From an optimization exercise on the open Yosys and OpenROAD flow, aimed at small area; shortcuts taken in it are not production practice. No activity file was given, so power comes from the tool's default toggle rates.

Setup of run A:
## hex_network
module hex_network
  (
    input  logic               i_clk,
    input  logic               i_rst,
    output logic [4*21-1:0]    o_f_addr,
    input  logic [4*8-1:0]     i_f_data,
    output logic [3:0]         o_d_valid,
    output logic [3:0]         o_d_we,
    output logic [4*19-1:0]    o_d_addr,
    output logic [4*32-1:0]    o_d_data,
    input  logic [4*32-1:0]    i_d_data,
    output logic [3:0]         o_syscall_valid,
    output logic [4*2-1:0]     o_syscall,
    input  logic               i_cfg_we,
    input  logic [1:0]         i_cfg_core,
    input  logic [1:0]         i_cfg_slot,
    input  logic [1:0]         i_cfg_dst_core,
    input  logic [1:0]         i_cfg_dst_slot
  );
Size: ~3400 cells after synthesis, roughly 480 I/O pins, roughly 34000 sq um of cells after synthesis.
Settings: LEC_CHECK=0, CAP_MARGIN=20, CORE_MARGIN=2, CORE_UTILIZATION=50, PLACE_DENSITY=0.65, SLEW_MARGIN=20; clock period 12.0 ns.
standard.sh (not shown) runs the stock make flow with config.mk's settings and CLKGATE_MAP_FILE= SYNTH_SCRIPT=/design/flow/synth_recipe.tcl, a recipe that flattens the netlist after the stock synthesis.
==> flow/flow/run.sh <==
#!/bin/bash
# The standard layout with these changes:
#  - the combinational logic of the standard synthesis is mapped again with
#    an area-oriented ABC script (flow/remap.tcl, flow/area.abc); registers
#    and adder cells are kept as the standard synthesis made them, with
#    their names;
#  - plain buf_1 cells as the port buffers (the standard flow picks a delay
#    cell, clkdlybuf4s50_1, for them);
#  - no timing repair at the floorplan (later steps repair timing);
#  - a clock tree of clkbuf_8 cells in larger clusters, without dummy loads.
# Each tool's output goes to a log file here (and ORFS's own logs under orfs/).
set -euo pipefail
export BUFFER_PORTS_ARGS="-buffer_cell sky130_fd_sc_hd__buf_1"
export REMOVE_ABC_BUFFERS=1
export CTS_ARGS="-sink_clustering_enable -repair_clock_nets -dont_use_dummy_load -sink_clustering_size 12 -sink_clustering_max_diameter 60 -buf_list sky130_fd_sc_hd__clkbuf_8"
YOSYS=$(command -v yosys || echo "$FLOW_HOME/../tools/install/yosys/bin/yosys")
R=orfs/results/$FLOW_PLATFORM/hex_network/base

bash standard.sh synth > flow_1_standard_synth.log 2>&1
cp "$R/1_2_yosys.v" "$R/1_2_yosys_standard.v"
LIB="$FLOW_HOME/platforms/$FLOW_PLATFORM/lib/sky130_fd_sc_hd__tt_025C_1v80.lib" \
IN_V="$R/1_2_yosys_standard.v" OUT_V="$R/1_2_yosys.v" TOP="$FLOW_TOP" \
ABC_SCRIPT="$PWD/flow/area.abc" STAT="$PWD/flow_2_remap_stat.txt" \
  "$YOSYS" -c flow/remap.tcl > flow_2_remap.log 2>&1
bash standard.sh > flow_3_standard_layout.log 2>&1
Other scripts of this flow, unchanged in this note and not shown: flow/flow/area.abc, flow/flow/remap.tcl
Both conditions hold for run A: the flow ran to the end and the final layout passed the timing, DRC and antenna checks.
> inputs changed (run A -> run B)
- CORE_UTILIZATION: 50 -> 40
- SLEW_MARGIN: 20 -> 0
- PLACE_DENSITY: 0.65 -> 0.6
- CAP_MARGIN: 20 -> 0
Findings:
Run B vs run A, total global routing track utilization went down by 7.6 points.
Diff run A -> run B: total via count after detailed routing barely changed; areal power density over the cells closely matched the old numbers; non-clock buffer share of cell area has decreased; cell count now larger; minimum clock period neither gained nor lost much.
Fraction of the cycle the final worst path needs: run A vs run B — no meaningful difference
Comparing run A and run B, the higher via count of the first global-routing pass was measured on run B.
Compare run A and run B | total power higher: run B
Run B ends up with a source-to-sink clock delay at the later pin of the worst-skew pair that is 0.03 ns lower than in run A.
Going from run A to run B, number of iterations in the first detailed-routing pass shrinks by 2.
Changes in run C relative to run B:
- SLEW_MARGIN now 20, was 0
- CAP_MARGIN now 20, was 0
diff --git a/flow/flow/run.sh b/flow/flow/run.sh
--- a/flow/flow/run.sh
+++ b/flow/flow/run.sh
@@ -1,3 +1,3 @@
 #!/bin/bash
-# The standard layout with these changes:
+# The standard layout with three changes:
 #  - the combinational logic of the standard synthesis is mapped again with
@@ -8,3 +8,2 @@
 #    cell, clkdlybuf4s50_1, for them);
-#  - no timing repair at the floorplan (later steps repair timing);
 #  - a clock tree of clkbuf_8 cells in larger clusters, without dummy loads.
@@ -13,3 +12,2 @@
 export BUFFER_PORTS_ARGS="-buffer_cell sky130_fd_sc_hd__buf_1"
-export REMOVE_ABC_BUFFERS=1
 export CTS_ARGS="-sink_clustering_enable -repair_clock_nets -dont_use_dummy_load -sink_clustering_size 12 -sink_clustering_max_diameter 60 -buf_list sky130_fd_sc_hd__clkbuf_8"
Findings:
Switching power as a share of total power, run B and run C, higher one = run C. Delta (run C minus run B): via count of the first global-routing pass now sits higher; register-to-register slack rose 0.32 ns. Run comparison: run B last element of the critical path o_d_addr[18]; run C last element of the critical path o_d_addr[56]. Post-placement cell area, run B and run C: lower on run B. Count of plain and timing-repair buffers in the layout ended up 13 lower on run C than on run B. Run C vs run B: post-cts repair resize count down.
### run C -> run D
diff --git a/flow/flow/run.sh b/flow/flow/run.sh
--- a/flow/flow/run.sh
+++ b/flow/flow/run.sh
@@ -1,3 +1,3 @@
 #!/bin/bash
-# The standard layout with three changes:
+# The standard layout with these changes:
 #  - the combinational logic of the standard synthesis is mapped again with
@@ -8,2 +8,3 @@
 #    cell, clkdlybuf4s50_1, for them);
+#  - no timing repair at the floorplan (later steps repair timing);
 #  - a clock tree of clkbuf_8 cells in larger clusters, without dummy loads.
@@ -12,2 +13,3 @@
 export BUFFER_PORTS_ARGS="-buffer_cell sky130_fd_sc_hd__buf_1"
+export REMOVE_ABC_BUFFERS=1
 export CTS_ARGS="-sink_clustering_enable -repair_clock_nets -dont_use_dummy_load -sink_clustering_size 12 -sink_clustering_max_diameter 60 -buf_list sky130_fd_sc_hd__clkbuf_8"
==> comparison <==
- Re chip height: no difference whatsoever between run D and run C.
- In the tables for run D and run C, worst voltage drop across the vdd grid reads lower with run C.
- On setup slack at placement, run C beats run D.
- When run D is measured against run C, its signed area change from the synthesized netlist to the final layout turns out 0.98 points lower.
- Routed metal-1 wirelength ended up 2.9% higher on run D than on run C.
- Relative to run C, sequential portion of the cell area has gone up in run D.
- Post-detailed-routing wire length shrinks by a few percent when moving from run C to run D.
- Changes observed in run D relative to run C: floorplan die area flat; final cell utilization of the core lost 0.40 points.
Function was not checked in any run of this note: the RTL went through the layout flow alone.

-- afterwards: timing with drivers on the ports --
The results above use ideal ports. As a check the final layouts listed here were re-extracted and re-timed, cells and wires unchanged. Step 1 (the two cells are an assumption about what drives the block):
set clk [get_ports {i_clk}]
set_driving_cell -lib_cell sky130_fd_sc_hd__clkbuf_16 $clk
set_driving_cell -lib_cell sky130_fd_sc_hd__buf_2 [delete_from_list [all_inputs] $clk]
Step 2, shift: input delay + t, output delay - t, t = (earliest + latest rising clock arrival at the registers) / 2. This alone moves slack from input paths to output paths. Slacks: ideal / step 1 / step 2; pairs: ideal / step 1.
run | t, ns | slack for setup (ns) | hold WS [ns] | worst setup path after step 2 | worst data-port slew with drivers (ns)
run A | 0.768 | 0.220 / 0.194 / 0.194 | 0.495 / 0.495 / 0.495 | input to output | 0.11
run B | 0.740 | 0.221 / 0.113 / -0.067 | 0.479 / 0.479 / 0.479 | input to register | 0.15
run C | 0.728 | 0.253 / 0.167 / 0.095 | 0.481 / 0.481 / 0.481 | input to register | 0.22
run D | 0.740 | 0.221 / 0.113 / -0.067 | 0.479 / 0.479 / 0.479 | input to register | 0.15
With both steps, setup timing fails in run B and run D, where it was met with ideal ports.
